Context: an optimization exercise on an open-source flow, tuned for small area. The choices shown serve that exercise and are no tape-out recipe. The RTL was checked by simulation tests, not by an equivalence proof against the original design. Power is estimated from default activity; no workload was simulated.

==> flow/design.v (outline; a module is shown in full before it is edited, if it fits) <==
// module romimage: 988 lines
// module toplevel: 66 lines
module toplevel(
    input clock,
    input reset,
    output led_sclk,
    output [6:1] led_l_sin,
    output [6:1] led_r_sin,
    input led_xerr,
    output led_mode,
    output led_blank,
    output led_xlat,
    output led_gsclk,
    output cpld_p8,
    output status_yellow,
    output status_orange,
    output status_red,
    output cpld_p2
  );
  // ...
==> flow/flow/run.sh <==
#!/bin/bash
# Own layout flow: the standard flow, except that synthesis maps the logic
# with an area-only ABC script and without ORFS's adder extraction.
# Each tool's output goes to a log file of its own in the work folder.
set -euo pipefail
W=$(pwd)
R=$W/orfs/results/$FLOW_PLATFORM/toplevel/base

bash standard.sh synth > log_1_standard_synth.txt 2>&1
cp "$R/1_2_yosys.v" std_1_2_yosys.v

# 2. Own synthesis: same scripts and registers, own ABC mapping.
rm -f "$R/1_2_yosys.v" "$R/1_2_yosys.sdc" "$R/1_synth.odb" "$R/1_synth.sdc"
bash standard.sh SYNTH_SCRIPT="$W/flow/own_synth.tcl" ADDER_MAP_FILE= synth > log_2_own_synth.txt 2>&1

# The registers (instance name and cell type) must be those of the standard
# synthesis; if not, fall back to the standard netlist.
regs() { grep -E '^\s*sky130_fd_sc_hd__(df|dl|sdf|edf)[a-z0-9_]*\s' "$1" | awk '{print $1, $2}' | sort; }
if ! diff <(regs std_1_2_yosys.v) <(regs "$R/1_2_yosys.v") > log_3_regs_diff.txt 2>&1; then
  echo "register mismatch: using the standard synthesis" >> log_3_regs_diff.txt
  rm -f "$R/1_2_yosys.v" "$R/1_2_yosys.sdc" "$R/1_synth.odb" "$R/1_synth.sdc"
  bash standard.sh synth > log_2b_standard_synth_again.txt 2>&1
fi

# 3. The rest of the standard flow, from floorplan to the final layout.
bash standard.sh > log_4_standard_finish.txt 2>&1
==> flow/flow/own.abc <==
strash
&get -n
&dch
&nf -R 1000 -p -F 8 -A 4
&put
topo
==> flow/flow/own_synth.tcl <==
# The standard synthesis (synth_recipe.tcl on ORFS's synth.tcl) with one change:
# the final technology mapping runs ABC with an area-only script (own.abc)
# instead of ORFS's. run.sh also turns off ORFS's adder extraction
# (ADDER_MAP_FILE=). Registers are made exactly as in the standard synthesis.
set own_abc_script [file join [file dirname [file normalize [info script]]] own.abc]
proc synth {args} { yosys synth -nofsm -noshare {*}$args }
proc abc {args} {
  set i [lsearch -exact $args -script]
  if { $i >= 0 } {
    set args [lreplace $args [expr { $i + 1 }] [expr { $i + 1 }] $::own_abc_script]
  }
  puts "own abc: $args"
  yosys abc {*}$args
}
source $::env(SCRIPTS_DIR)/synth.tcl
# left out here: clear keep_hierarchy, flatten, clean up, hide names made inside functions, write 1_2_yosys.v
==> flow/standard.sh <==
#!/bin/bash
# synth_recipe.tcl (not shown) runs the flow's synth.tcl, then flattens the netlist and writes it again
# the make line also repeats each setting of config.mk as NAME=value (left out here)
make -C /OpenROAD-flow-scripts/flow DESIGN_CONFIG=/design/flow/config.mk WORK_HOME=/design/flow/orfs CLKGATE_MAP_FILE= SYNTH_SCRIPT=/design/flow/synth_recipe.tcl "${@:-finish}"
==> flow/config.mk <==
export PLATFORM = sky130hd
export DESIGN_NAME = toplevel
export DESIGN_NICKNAME = toplevel
export VERILOG_FILES = /design/flow/design.v
export SDC_FILE = /design/flow/constraint.sdc
export NUM_CORES = 4
export LEC_CHECK = 0
export CAP_MARGIN = 20
export CORE_MARGIN = 2
export CORE_UTILIZATION = 25
export SLEW_MARGIN = 20
export SYNTH_MEMORY_MAX_BITS = 65536
==> flow/constraint.sdc <==
create_clock -name core_clock -period 10.0 [get_ports {clock}]
set_input_delay 2.0000 -clock core_clock [delete_from_list [all_inputs] [get_ports {clock}]]
set_output_delay 2.0000 -clock core_clock [all_outputs]
set_load 0.01 [all_outputs]
==> reports/metrics.cfg, run 1 <==
[power_and_ir_drop]
power_uw=583
p_comb_share_pct=58.9
powerDensity_nw_per_um2=130
seqPwrFrac_pct=21.3

[place]
pre_cts_ws_ns=3.60
gp_congestion=1.16
io_buffers=21

[synth]
yosys_warnings=1
muxShareOfSynthArea_pct=0
netlist_area_sq_um=3760
syn_avg_cell_area_sq_um=6.07
synth_edf_count=0
seq_area_frac_synth_pct=13.9

[critical_path]
worst_setup_path_start_kind=register
worstPathArrival_ns=4.95
cp_data_required_time_ns=8.00
r2r-start=ch[2]$_SDFFE_PP1P_
startpoint=b[0]$_SDFFE_PP0P_
critical_path_cell_count=11

[clock_network]
numClockSinks=26
max-clock-path-buffers=2
cts-hold-fix-buffers=0
clk_pin_slew_ns=0.07
htreeDepth=1

[die]
core_sq_um=14600
initial_utilization_pct=25.7

[timing]
setup_ws_ns=3.05
min_period_over_period_pct=69.5

[grt]
antenna_found_initial=1
grt_pass1_vias=5765
met2_usage_pct=40.7

[run_status]
status=complete, no violations

[routing]
ant_nets=0
top_layer=met4
vias_per_cell=7.28
wl_met1_um=8770
met2_length_um=9400

[min_path]
hold_end=blank_count[6]$_SDFFE_PP0P_
hold_depth=2

[layout]
fin_util_pct=30.8
num-clock-buffers=3

==> run 2: changes to the inputs <==
--- a/flow/flow/run.sh
+++ b/flow/flow/run.sh
@@ -25,2 +25,3 @@
 # 3. The rest of the standard flow, from floorplan to the final layout.
-bash standard.sh > log_4_standard_finish.txt 2>&1
+# Ports are buffered as in the standard flow, with the smallest buffer.
+bash standard.sh BUFFER_PORTS_ARGS="-buffer_cell sky130_fd_sc_hd__buf_1" finish > log_4_standard_finish.txt 2>&1
--- a/flow/config.mk
+++ b/flow/config.mk
@@ -10,2 +10,3 @@
 export CORE_UTILIZATION = 25
+export GPL_TIMING_DRIVEN = 0
 export SLEW_MARGIN = 20
==> run 2 against run 1 <==
- final area fell by 1.2%
- die area did not move
- wire length fell by 7.9%
- utilization fell by 0.36 points
- flip-flop and latch count did not move
- clock power fell by 19%
- cell count fell by 0.94%
- non-clock buffer count fell by 7
- count of clock-buffer cells in the layout rose by 1
- combinational power fell by 3%
- sequential share of layout area rose by 0.22 points
==> reports/metrics.cfg, run 2 <==
[synth]
synth_area_leaders=dfxtp_1 (14%), a21oi_1 (11%), o21ai_0 (10%)  ; unchanged
yosys.cell_count.top_type=nor2_1  ; unchanged
async_flop_share_pct=0  ; unchanged
yosys_warnings=1  ; unchanged
ys_seq_elements=26  ; unchanged
syn-instance-count=619  ; unchanged
synth_cell_types=51  ; unchanged
yosys-top-cells-count=nor2_1 (94), a21oi_1 (84), nand2_1 (78)  ; unchanged
seq_area_frac_synth_pct=13.9  ; unchanged
synth.top_cell.area_share_pct=13.9  ; unchanged
yosys.area.top_type=dfxtp_1  ; unchanged
syn_avg_cell_area_sq_um=6.07  ; unchanged
synthFlopType=dfxtp_1  ; unchanged
netlist_area_sq_um=3760  ; unchanged
synth_edf_count=0  ; unchanged

[clock_network]
cts-hold-fix-buffers=0  ; unchanged
postCtsSetupBuffers=0  ; unchanged
worstSkewPairLatency_ns=0.25  ; was 0.26 ns
cts_tree=yes  ; unchanged
htreeDepth=1  ; unchanged
max-clock-path-buffers=2  ; unchanged
cts_resized=0  ; unchanged
cts_root_buffer=clkbuf_16  ; unchanged
clk_pin_slew_ns=0.06  ; was 0.07 ns
numClockSinks=26  ; unchanged
cts_made_buffers=3  ; unchanged

[routing]
wl_um=22600  ; was 24500 um
ant_nets=0  ; unchanged
detail_route.first_pass.iterations=9  ; was 7
vias=6042  ; was 6183
wire_per_inst_um=26.8  ; was 28.9 um
vias_per_cell=7.18  ; was 7.28
drt-initial-drc-count=1641  ; was 1617
drc_errors=0  ; unchanged

[grt]
grt_usage_pct=26.9  ; was 29.2%
overflow=0  ; unchanged
antenna_found_initial=0  ; was 1
grt_pass1_vias=5496  ; was 5765
grt_max_degree=41  ; was 58
grt_pass1_wl_um=33500  ; was 36200 um

[power_and_ir_drop]
worst_ir_drop_vdd_mv=0.138  ; was 0.200 mV
powerDensity_nw_per_um2=125  ; was 130 nW/um^2
p_leak_uw=0.00142  ; was 0.00146 uW

[timing]
setup_viol=0  ; unchanged
min_period_ns=7.02  ; was 6.95 ns
fin_tns_setup_ns=0  ; unchanged
slew_viol_final=0  ; unchanged
max_slew_margin_pct=20.1  ; was 32.8%
finClkSkew_ns=0.00264  ; was 0.00131 ns
fmax_mhz=143  ; was 144 MHz
rsz0062_at_grt=false  ; unchanged
worst_pin_slew_ns=1.17  ; was 1.00 ns
hold_viol=0  ; unchanged
whs_ns=0.486  ; was 0.489 ns
min_period_over_period_pct=70.2  ; was 69.5%

[layout]
reg_top3=blank_count (10), hi (5)  ; unchanged
drive_gt1_share_pct=5.18  ; was 4.97%
final_cell_mix=nor2_1 (90), a21oi_1 (84), nand2_1 (78)  ; was nor2_1 (94), a21oi_1 (84), nand2_1 (78)
n_fill_cell=1612  ; was 1607
layout_commonest_cell=nor2_1  ; unchanged
area_delta_synth_final_pct=18.4  ; was 19.8%
diodes=0  ; was 1
largest_reg_flops=10  ; unchanged
regMostFlops=blank_count  ; unchanged
fin_nets=661  ; was 668

[critical_path]
cp_data_required_time_ns=8.00  ; about the same
worst_setup_path_start_kind=register  ; unchanged
crit_type=reg2out  ; unchanged
crit_fanout=24  ; unchanged
worstPathArrival_ns=5.02  ; was 4.95 ns
crit_path_end_kind=output pin  ; unchanged

[min_path]
hp-class=reg2reg  ; unchanged

[job]
maxCapViolCount=0  ; unchanged

[die]
fp-row-count=44  ; unchanged
initial_utilization_pct=25.7  ; unchanged
die_w_um=127  ; unchanged
io_pins=25  ; unchanged
die_y_um=127  ; unchanged
core_sq_um=14600  ; unchanged
design.die.area_sq_um=16000  ; unchanged

[run_status]
status=complete, no violations  ; unchanged

[place]
io_buffers=21  ; unchanged
dp_hpwl_um=15600  ; was 16800 um
gp_congestion=1.09  ; was 1.16

[run 2: cell counts after synthesis]
Identical to the previous run, type by type.
[run 2: routing by layer]
metal	global-route usage, %	routed length, um	vias to the layer above
li1	-	-	2536
met1	34.2	7970	2623
met2	38.9	8930	687
met3	9.57	3640	196
met4	15.5	2030	0
met5	0	0	-
[run 2: final timing paths]
kind / start / end / slack (ns) / cells after the start
worst max-delay path: b[0]$_SDFFE_PP0P_ / led_r_sin[2] / 2.98 / 9
worst min-delay path: ph[0]$_SDFF_PP0_ / ph[0]$_SDFF_PP0_ / 0.49 / 1
worst max register to register: ch[3]$_SDFFE_PP0P_ / blank_count[9]$_SDFFE_PP0P_ / 6.02 / 12
worst min register to register: ph[0]$_SDFF_PP0_ / ph[0]$_SDFF_PP0_ / 0.49 / 1
[run 2: critical path: stages, from the launching register on]
cell      delay, ns
dfxtp_1        1.00
and2_0         0.41
or2_1          0.70
nand2_1        0.60
a221oi_1       0.94
a21oi_1        0.21
o32ai_1        0.19
a22oi_1        0.13
nor4_1         0.35
buf_1          0.21
[run 2: layout make-up]
type | count | area [sq um] | share of cell area (%)
tap | 184 | 230 | 5.18
buffer | 4 | 30.0 | 0.675
inverter | 6 | 22.5 | 0.506
multi-input combinational | 584 | 3280 | 73.6
sequential | 26 | 526 | 11.8
timing repair buffer | 33 | 275 | 6.19
clock buffer | 4 | 88.8 | 2.00
[run 2: cell families after synthesis]
logic type | Yosys count | share of synthesized area [%]
AO/OA/AOI/OAI | 298 | 49.6
XOR/XNOR | 7 | 1.63
buffers and inverters | 10 | 1.40
flip-flops | 26 | 13.9
other | 2 | 0.200
AND/OR/NAND/NOR | 276 | 33.3
[run 2: power by group]
| part | internal [uW] | switching [uW] |
|---|---|---|
| clock | 61.1 | 32.6 |
| combinational | 95.0 | 238 |
| sequential | 110 | 21.9 |
[run 2: stage by stage]
| stage | power [uW] | cells | setup slack, ns | utilization [%] | cell area [sq um] |
|---|---|---|---|---|---|
| 2_1_floorplan | 308 | 620 | 4.31 | - | 3760 |
| 3_3_place_gp | 428 | 825 | 1.92 | 27.9 | 4070 |
| 3_5_place_dp | 437 | 837 | 3.59 | 29.9 | 4360 |
| 4_1_cts | 531 | 841 | 3.35 | 30.5 | 4450 |
| 5_1_grt | 572 | 841 | 2.91 | 30.5 | 4450 |
| 6_report | 558 | 841 | 2.98 | 30.5 | 4450 |
==> run 3: changes to the inputs <==
--- a/flow/flow/run.sh
+++ b/flow/flow/run.sh
@@ -25,3 +25,5 @@
 # 3. The rest of the standard flow, from floorplan to the final layout.
-# Ports are buffered as in the standard flow, with the smallest buffer.
-bash standard.sh BUFFER_PORTS_ARGS="-buffer_cell sky130_fd_sc_hd__buf_1" finish > log_4_standard_finish.txt 2>&1
+# Ports are buffered as in the standard flow, with the smallest buffer, and
+# repair may not use the largest buffers (buf_8, buf_12, buf_16) on top of
+# the platform's own dont-use list.
+bash standard.sh BUFFER_PORTS_ARGS="-buffer_cell sky130_fd_sc_hd__buf_1" DONT_USE_CELLS="sky130_fd_sc_hd__probe_p_8 sky130_fd_sc_hd__probec_p_8 sky130_fd_sc_hd__lpflow_bleeder_1 sky130_fd_sc_hd__lpflow_clkbufkapwr_1 sky130_fd_sc_hd__lpflow_clkbufkapwr_16 sky130_fd_sc_hd__lpflow_clkbufkapwr_2 sky130_fd_sc_hd__lpflow_clkbufkapwr_4 sky130_fd_sc_hd__lpflow_clkbufkapwr_8 sky130_fd_sc_hd__lpflow_clkinvkapwr_1 sky130_fd_sc_hd__lpflow_clkinvkapwr_16 sky130_fd_sc_hd__lpflow_clkinvkapwr_2 sky130_fd_sc_hd__lpflow_clkinvkapwr_4 sky130_fd_sc_hd__lpflow_clkinvkapwr_8 sky130_fd_sc_hd__lpflow_decapkapwr_12 sky130_fd_sc_hd__lpflow_decapkapwr_3 sky130_fd_sc_hd__lpflow_decapkapwr_4 sky130_fd_sc_hd__lpflow_decapkapwr_6 sky130_fd_sc_hd__lpflow_decapkapwr_8 sky130_fd_sc_hd__lpflow_inputiso0n_1 sky130_fd_sc_hd__lpflow_inputiso0p_1 sky130_fd_sc_hd__lpflow_inputiso1n_1 sky130_fd_sc_hd__lpflow_inputiso1p_1 sky130_fd_sc_hd__lpflow_inputisolatch_1 sky130_fd_sc_hd__lpflow_isobufsrc_1 sky130_fd_sc_hd__lpflow_isobufsrc_16 sky130_fd_sc_hd__lpflow_isobufsrc_2 sky130_fd_sc_hd__lpflow_isobufsrc_4 sky130_fd_sc_hd__lpflow_isobufsrc_8 sky130_fd_sc_hd__lpflow_isobufsrckapwr_16 sky130_fd_sc_hd__lpflow_lsbuf_lh_hl_isowell_tap_1 sky130_fd_sc_hd__lpflow_lsbuf_lh_hl_isowell_tap_2 sky130_fd_sc_hd__lpflow_lsbuf_lh_hl_isowell_tap_4 sky130_fd_sc_hd__lpflow_lsbuf_lh_isowell_4 sky130_fd_sc_hd__lpflow_lsbuf_lh_isowell_tap_1 sky130_fd_sc_hd__lpflow_lsbuf_lh_isowell_tap_2 sky130_fd_sc_hd__lpflow_lsbuf_lh_isowell_tap_4 sky130_fd_sc_hd__buf_8 sky130_fd_sc_hd__buf_12 sky130_fd_sc_hd__buf_16" finish > log_4_standard_finish.txt 2>&1
--- a/flow/config.mk
+++ b/flow/config.mk
@@ -10,2 +10,3 @@
 export CORE_UTILIZATION = 25
+export CTS_BUF_LIST = sky130_fd_sc_hd__clkbuf_8
 export GPL_TIMING_DRIVEN = 0
==> run 3 against run 2 <==
- cell count unchanged
- register-to-register slack about the same
- clock skew hardly changed
- non-clock buffer count stayed put
- utilization down 0.58 points
- highest routed layer unchanged
==> reports/metrics.cfg, run 3 <==
[layout]
layout.cells.non_filler=841  ; unchanged
fin_nets=661  ; unchanged
diodes=0  ; unchanged
largest_reg_flops=10  ; unchanged
final_cell_mix=nor2_1 (90), a21oi_1 (84), nand2_1 (78)  ; unchanged
regMostFlops=blank_count  ; unchanged
layout_commonest_cell=nor2_1  ; unchanged
drive_gt1_share_pct=5.18  ; unchanged
reg_top3=blank_count (10), hi (5)  ; unchanged
n_fill_cell=1623  ; was 1612
area_delta_synth_final_pct=16.2  ; was 18.4%
final_area_sq_um=4360  ; was 4450 sq um

[synth]
async_flop_share_pct=0  ; unchanged
yosys-top-cells-count=nor2_1 (94), a21oi_1 (84), nand2_1 (78)  ; unchanged
netlist_area_sq_um=3760  ; unchanged
syn-instance-count=619  ; unchanged
synth_area_leaders=dfxtp_1 (14%), a21oi_1 (11%), o21ai_0 (10%)  ; unchanged
synth.top_cell.area_share_pct=13.9  ; unchanged
synth_edf_count=0  ; unchanged
synth_cell_types=51  ; unchanged
ys_seq_elements=26  ; unchanged
yosys.area.top_type=dfxtp_1  ; unchanged
synthFlopType=dfxtp_1  ; unchanged
seq_area_frac_synth_pct=13.9  ; unchanged
yosys_warnings=1  ; unchanged
syn_avg_cell_area_sq_um=6.07  ; unchanged
yosys.cell_count.top_type=nor2_1  ; unchanged

[power_and_ir_drop]
switching_power_uw=292  ; about the same
power.internal_uw=253  ; was 266 uW
power_uw=545  ; was 558 uW
seqPwrFrac_pct=24.1  ; was 23.6%
powerDensity_nw_per_um2=125  ; about the same
p_comb_share_pct=60.3  ; was 59.7%
worst_ir_drop_vdd_mv=0.0876  ; was 0.138 mV
p_clk_share_pct=15.6  ; was 16.8%
p_sw_share_pct=53.6  ; was 52.4%
p_leak_uw=0.00138  ; was 0.00142 uW

[grt]
overflow=0  ; unchanged
grt_pass1_vias=5579  ; was 5496
grt_max_degree=41  ; unchanged
grt_usage_pct=27.4  ; was 26.9%
grt_pass1_wl_um=34300  ; was 33500 um
antenna_found_initial=0  ; unchanged

[clock_network]
postCtsSetupBuffers=0  ; unchanged
cts_tree=yes  ; unchanged
cts-hold-fix-buffers=0  ; unchanged
htreeDepth=1  ; unchanged
max-clock-path-buffers=2  ; unchanged
worstSkewPairLatency_ns=0.26  ; was 0.25 ns
cts_resized=0  ; unchanged
cts_made_buffers=3  ; unchanged
clk_pin_slew_ns=0.09  ; was 0.06 ns
cts_root_buffer=clkbuf_8  ; was clkbuf_16
numClockSinks=26  ; unchanged

[die]
fp-row-count=44  ; unchanged
die_w_um=127  ; unchanged
die_y_um=127  ; unchanged
design.die.area_sq_um=16000  ; unchanged
core_sq_um=14600  ; unchanged
io_pins=25  ; unchanged
initial_utilization_pct=25.7  ; unchanged

[critical_path]
crit_path_end_kind=output pin  ; unchanged
worstPathArrival_ns=5.23  ; was 5.02 ns
crit_type=reg2out  ; unchanged
cp_data_required_time_ns=8.00  ; about the same
crit_fanout=24  ; unchanged
worst_setup_path_start_kind=register  ; unchanged

[place]
dp_hpwl_um=15700  ; was 15600 um
io_buffers=21  ; unchanged
placedCellCount=837  ; unchanged
dpl_cell_area_sq_um=4290  ; was 4360 sq um
pre_cts_ws_ns=3.60  ; was 3.59 ns
gp_congestion=1.09  ; unchanged

[timing]
slew_viol_final=0  ; unchanged
setup_ws_ns=2.77  ; was 2.98 ns
fmax_mhz=138  ; was 143 MHz
fin_tns_setup_ns=0  ; unchanged
setup_viol=0  ; unchanged
min_period_over_period_pct=72.3  ; was 70.2%
max_slew_margin_pct=22.1  ; was 20.1%
min_period_ns=7.23  ; was 7.02 ns
rsz0062_at_grt=false  ; unchanged
finClkSkew_ns=0.00217  ; was 0.00264 ns
hold_viol=0  ; unchanged
worst_pin_slew_ns=1.17  ; about the same

[min_path]
hp-class=reg2reg  ; unchanged

[routing]
vias=6074  ; was 6042
vias_per_cell=7.22  ; was 7.18
drt-initial-drc-count=1460  ; was 1641
drc_errors=0  ; unchanged
wl_um=22800  ; was 22600 um
detail_route.first_pass.iterations=9  ; unchanged
wire_per_inst_um=27.1  ; was 26.8 um
ant_nets=0  ; unchanged

[run_status]
status=complete, no violations  ; unchanged

[job]
maxCapViolCount=0  ; unchanged

## run 3: critical path: stages (launching register included)
cell and delay (ns):
dfxtp_1 1.00, and2_0 0.40, or2_1 0.74, nand2_1 0.60, a221oi_1 1.05, a21oi_1 0.22, o32ai_1 0.20, a22oi_1 0.13
nor4_1 0.40, buf_1 0.21
## run 3: layer usage
| layer | wire [um] | part of all wire [%] | vias up | track usage [%] |
|---|---|---|---|---|
| met5 | 0 | 0 | - | 0 |
| met4 | 1930 | 8.5 | 0 | 16.4 |
| met3 | 3770 | 17 | 187 | 8.60 |
| met2 | 8850 | 39 | 678 | 39.3 |
| met1 | 8210 | 36 | 2678 | 35.8 |
| li1 | - | - | 2531 | - |
## run 3: metrics by stage
stage	hold slack, ns	utilization, %
floorplan	0.441	-
global placement	0.461	27.9
detailed placement	0.470	29.4
CTS	0.494	29.9
global route	0.514	29.9
finish	0.496	29.9
## run 3: worst paths after layout
kind	from	endpoint	slack, ns	cells past startpoint
worst max-delay path	b[0]$_SDFFE_PP0P_	led_r_sin[2]	2.77	9
worst min register to register	ph[0]$_SDFF_PP0_	ph[0]$_SDFF_PP0_	0.50	1
worst max register to register	ch[3]$_SDFFE_PP0P_	blank_count[9]$_SDFFE_PP0P_	6.03	12
worst min-delay path	ph[0]$_SDFF_PP0_	ph[0]$_SDFF_PP0_	0.50	1
## run 3: power groups by stage
stage | registers [uW] | logic (uW) | clock network [uW]
after floorplan | 123 | 185 | 0
after global placement | 130 | 298 | 0
after detailed placement | 132 | 300 | 0
after CTS | 130 | 300 | 87.3
after global routing | 132 | 337 | 90.6
final | 131 | 329 | 85.1
## run 3: cells by family after synthesis
family,after synthesis,synth area share [%]
simple gates,276,33.3
buf+inv,10,1.40
xor+xnor,7,1.63
flops,26,13.9
compound gates,298,49.6
other cells,2,0.200
## run 3: cell type report
class,instances,area [sq um],share of cell area [%]
Multi-Input combinational cell,584,3280,75.1
Sequential cell,26,526,12.0
Tap cell,184,230,5.28
Timing Repair Buffer,33,206,4.73
Clock buffer,3,41.3,0.946
Clock inverter,1,30.0,0.688
Buffer,4,30.0,0.688
Inverter,6,22.5,0.516
==> run 4: changes to the inputs <==
--- a/flow/config.mk
+++ b/flow/config.mk
@@ -11,3 +11,3 @@
 export CTS_BUF_LIST = sky130_fd_sc_hd__clkbuf_8
-export GPL_TIMING_DRIVEN = 0
+export GPL_TIMING_DRIVEN = 1
 export SLEW_MARGIN = 20
==> run 4 against run 3 <==
- global-route usage grew 2.3 points
- sequential power shrank 4%
- synthesized cell count is the same
- critical path type unchanged
==> reports/metrics.cfg, run 4 <==
[clock_network]
worstSkewPairLatency_ns=0.27  ; was 0.26 ns
cts_tree=yes  ; unchanged
cts_made_buffers=3  ; unchanged
cts_resized=0  ; unchanged
cts_root_buffer=clkbuf_8  ; unchanged
clk_pin_slew_ns=0.09  ; about the same
cts-hold-fix-buffers=0  ; unchanged
max-clock-path-buffers=2  ; unchanged
postCtsSetupBuffers=0  ; unchanged
numClockSinks=26  ; unchanged
htreeDepth=1  ; unchanged

[layout]
multi_input_area_sq_um=3220  ; was 3280 sq um
largest_reg_flops=10  ; unchanged
final_area_sq_um=4280  ; was 4360 sq um
n_fill_cell=1672  ; was 1623
diodes=0  ; unchanged
reg_top3=blank_count (10), hi (5)  ; unchanged
fin_nets=671  ; was 661
layout_commonest_cell=nor2_1  ; unchanged
final_cell_mix=nor2_1 (94), a21oi_1 (84), nand2_1 (78)  ; was nor2_1 (90), a21oi_1 (84), nand2_1 (78)
drive_gt1_share_pct=5.40  ; was 5.18%
regMostFlops=blank_count  ; unchanged
area_delta_synth_final_pct=13.9  ; was 16.2%
seqCellArea_sq_um=522  ; was 526 sq um

[routing]
detail_route.first_pass.iterations=8  ; was 9
drc_errors=0  ; unchanged
wire_per_inst_um=29.5  ; was 27.1 um
drt-initial-drc-count=1651  ; was 1460
vias_per_cell=7.31  ; was 7.22
wl_um=25100  ; was 22800 um
ant_nets=0  ; unchanged
vias=6222  ; was 6074

[synth]
synth_area_leaders=dfxtp_1 (14%), a21oi_1 (11%), o21ai_0 (10%)  ; unchanged
yosys.cell_count.top_type=nor2_1  ; unchanged
synth_simple_gate_area_share_pct=33.3  ; unchanged
synth_cell_types=51  ; unchanged
netlist_area_sq_um=3760  ; unchanged
yosys_warnings=1  ; unchanged
syn-instance-count=619  ; unchanged
synth_edf_count=0  ; unchanged
muxShareOfSynthArea_pct=0  ; unchanged
synth_compound_area_share_pct=49.6  ; unchanged
async_flop_share_pct=0  ; unchanged
synth_xor_area_share_pct=1.63  ; unchanged
seq_area_frac_synth_pct=13.9  ; unchanged
syn_avg_cell_area_sq_um=6.07  ; unchanged
synthAdderAreaFrac_pct=0  ; unchanged
yosys.area.top_type=dfxtp_1  ; unchanged
yosys-top-cells-count=nor2_1 (94), a21oi_1 (84), nand2_1 (78)  ; unchanged
synth_top_family_by_area=compound AO/OA/AOI/OAI gates  ; unchanged
ys_seq_elements=26  ; unchanged
synth.top_cell.area_share_pct=13.9  ; unchanged
synthFlopType=dfxtp_1  ; unchanged

[place]
dpl_cell_area_sq_um=4210  ; was 4290 sq um
dp_hpwl_um=17100  ; was 15700 um
gp_congestion=1.16  ; was 1.09
io_buffers=21  ; unchanged

[die]
initial_utilization_pct=25.7  ; unchanged
core_sq_um=14600  ; unchanged
die_w_um=127  ; unchanged
fp-row-count=44  ; unchanged
design.die.area_sq_um=16000  ; unchanged
io_pins=25  ; unchanged
die_y_um=127  ; unchanged

[job]
maxCapViolCount=0  ; unchanged

[min_path]
min_from=ph[0]$_SDFF_PP0_  ; unchanged
hp-class=reg2reg  ; unchanged

[grt]
antenna_found_initial=1  ; was 0
grt_usage_pct=29.7  ; was 27.4%
grt_pass1_vias=5657  ; was 5579
overflow=0  ; unchanged
grt_max_degree=35  ; was 41
grt_pass1_wl_um=36600  ; was 34300 um

[timing]
finClkSkew_ns=0.00980  ; was 0.00217 ns
max_slew_margin_pct=20.7  ; was 22.1%
worst_pin_slew_ns=1.19  ; was 1.17 ns
hold_viol=0  ; unchanged
min_period_over_period_pct=69.0  ; was 72.3%
rsz0062_at_grt=false  ; unchanged
slew_viol_final=0  ; unchanged
fin_tns_setup_ns=0  ; unchanged
setup_viol=0  ; unchanged
fmax_mhz=145  ; was 138 MHz
min_period_ns=6.90  ; was 7.23 ns

[power_and_ir_drop]
powerDensity_nw_per_um2=127  ; was 125 nW/um^2
p_leak_uw=0.00139  ; was 0.00138 uW
worst_ir_drop_vdd_mv=0.116  ; was 0.0876 mV

[critical_path]
r2r-start=ch[2]$_SDFFE_PP1P_  ; was ch[3]$_SDFFE_PP0P_
crit_path_end_kind=output pin  ; unchanged
cp_data_required_time_ns=8.00  ; about the same
worstPathArrival_ns=4.90  ; was 5.23 ns
crit_type=reg2out  ; unchanged
crit_fanout=24  ; unchanged
worst_setup_path_start_kind=register  ; unchanged
startpoint=b[0]$_SDFFE_PP0P_  ; unchanged

[run_status]
status=complete, no violations  ; unchanged

run 4: final cells by class:
cell class / count / area share (%)
clock inverter: 1 / 0.702
multi-input combinational: 584 / 75.4
tap: 184 / 5.38
inverter: 6 / 0.526
timing repair buffer: 47 / 4.88
clock buffer: 3 / 0.965
sequential: 26 / 12.2
run 4: cell families (layout without fill, tap and decap cells):
| kind of cell | count (synthesis) | after routing |
|---|---|---|
| XOR/XNOR | 7 | 7 |
| AND/OR/NAND/NOR | 276 | 276 |
| flip-flops | 26 | 26 |
| other | 2 | 3 |
| AO/OA/AOI/OAI | 298 | 298 |
| buffers and inverters | 10 | 57 |
run 4: worst max-delay path: stages, from the launching register on:
cell,delay [ns]
dfxtp_1,0.98
nor2_1,0.18
nor2_1,0.14
buf_2,0.40
nand2_1,0.41
nor2_1,0.55
a211oi_1,0.14
o32a_1,0.37
a2111oi_0,0.64
a32oi_1,0.18
o32a_1,0.37
nor2_1,0.09
buf_1,0.17
run 4: per-layer routing:
metal	part of all wire, %	global-route usage, %	up-vias
met5	0.032	0	-
met4	7.8	15.5	2
met3	16	10.8	193
met2	39	42.4	669
met1	37	38.9	2811
li1	-	-	2547
run 4: path summary, 6_finish.rpt:
kind / slack (ns) / endpoint / cells past startpoint
worst max-delay path: 3.10 / led_l_sin[6] / 12
worst min-delay path: 0.49 / ph[0]$_SDFF_PP0_ / 1
worst max register to register: 6.28 / blank_count[9]$_SDFFE_PP0P_ / 13
worst min register to register: 0.49 / ph[0]$_SDFF_PP0_ / 1
run 4: where the power goes:
part	internal, uW	switching [uW]
logic	82.3	251
registers	109	16.7
clock network	53.6	32.4
total	245	300
run 4: stage by stage:
stage          instances  power, uW  setup WS [ns]  util [%]  hold WS, ns
3_3_place_gp         847        450           3.45      28.8        0.467
4_1_cts              851        517           3.37      29.3        0.495
2_1_floorplan        620        308           4.31         -        0.441
3_5_place_dp         847        431           3.68      28.8        0.475
5_1_grt              851        559           3.01      29.3        0.528
6_report             851        546           3.10      29.3        0.491

## static timing again, ports no longer ideal
In the flow no input, the clock included, has a driving cell. The finished layouts below were timed again as built, in two steps. Step 1 (the two cells are an assumption about what drives the block):
set clk [get_ports {clock}]
set_driving_cell -lib_cell sky130_fd_sc_hd__clkbuf_16 $clk
set_driving_cell -lib_cell sky130_fd_sc_hd__buf_2 [delete_from_list [all_inputs] $clk]
Step 2, shift: input delay + t, output delay - t, t = (earliest + latest rising clock arrival at the registers) / 2. This alone moves slack from input paths to output paths. Three values: ideal, step 1, step 2; two values: the first two.
| run | shift t [ns] | setup slack, ns | latest minus earliest clock arrival (ns) | worst register clock-pin slew, ns | worst slew at a driven data input, ns |
|---|---|---|---|---|---|
| run 1 | 0.282 | 3.048 / 3.022 / 3.305 | 0.001 / 0.001 | 0.07 / 0.07 | 0.03 |
| run 2 | 0.280 | 2.985 / 2.956 / 3.237 | 0.003 / 0.003 | 0.06 / 0.06 | 0.03 |
| run 3 | 0.285 | 2.774 / 2.750 / 3.035 | 0.002 / 0.002 | 0.09 / 0.09 | 0.03 |
| run 4 | 0.289 | 3.097 / 3.076 / 3.365 | 0.010 / 0.010 | 0.09 / 0.09 | 0.03 |
After both steps every run listed still meets setup and hold.
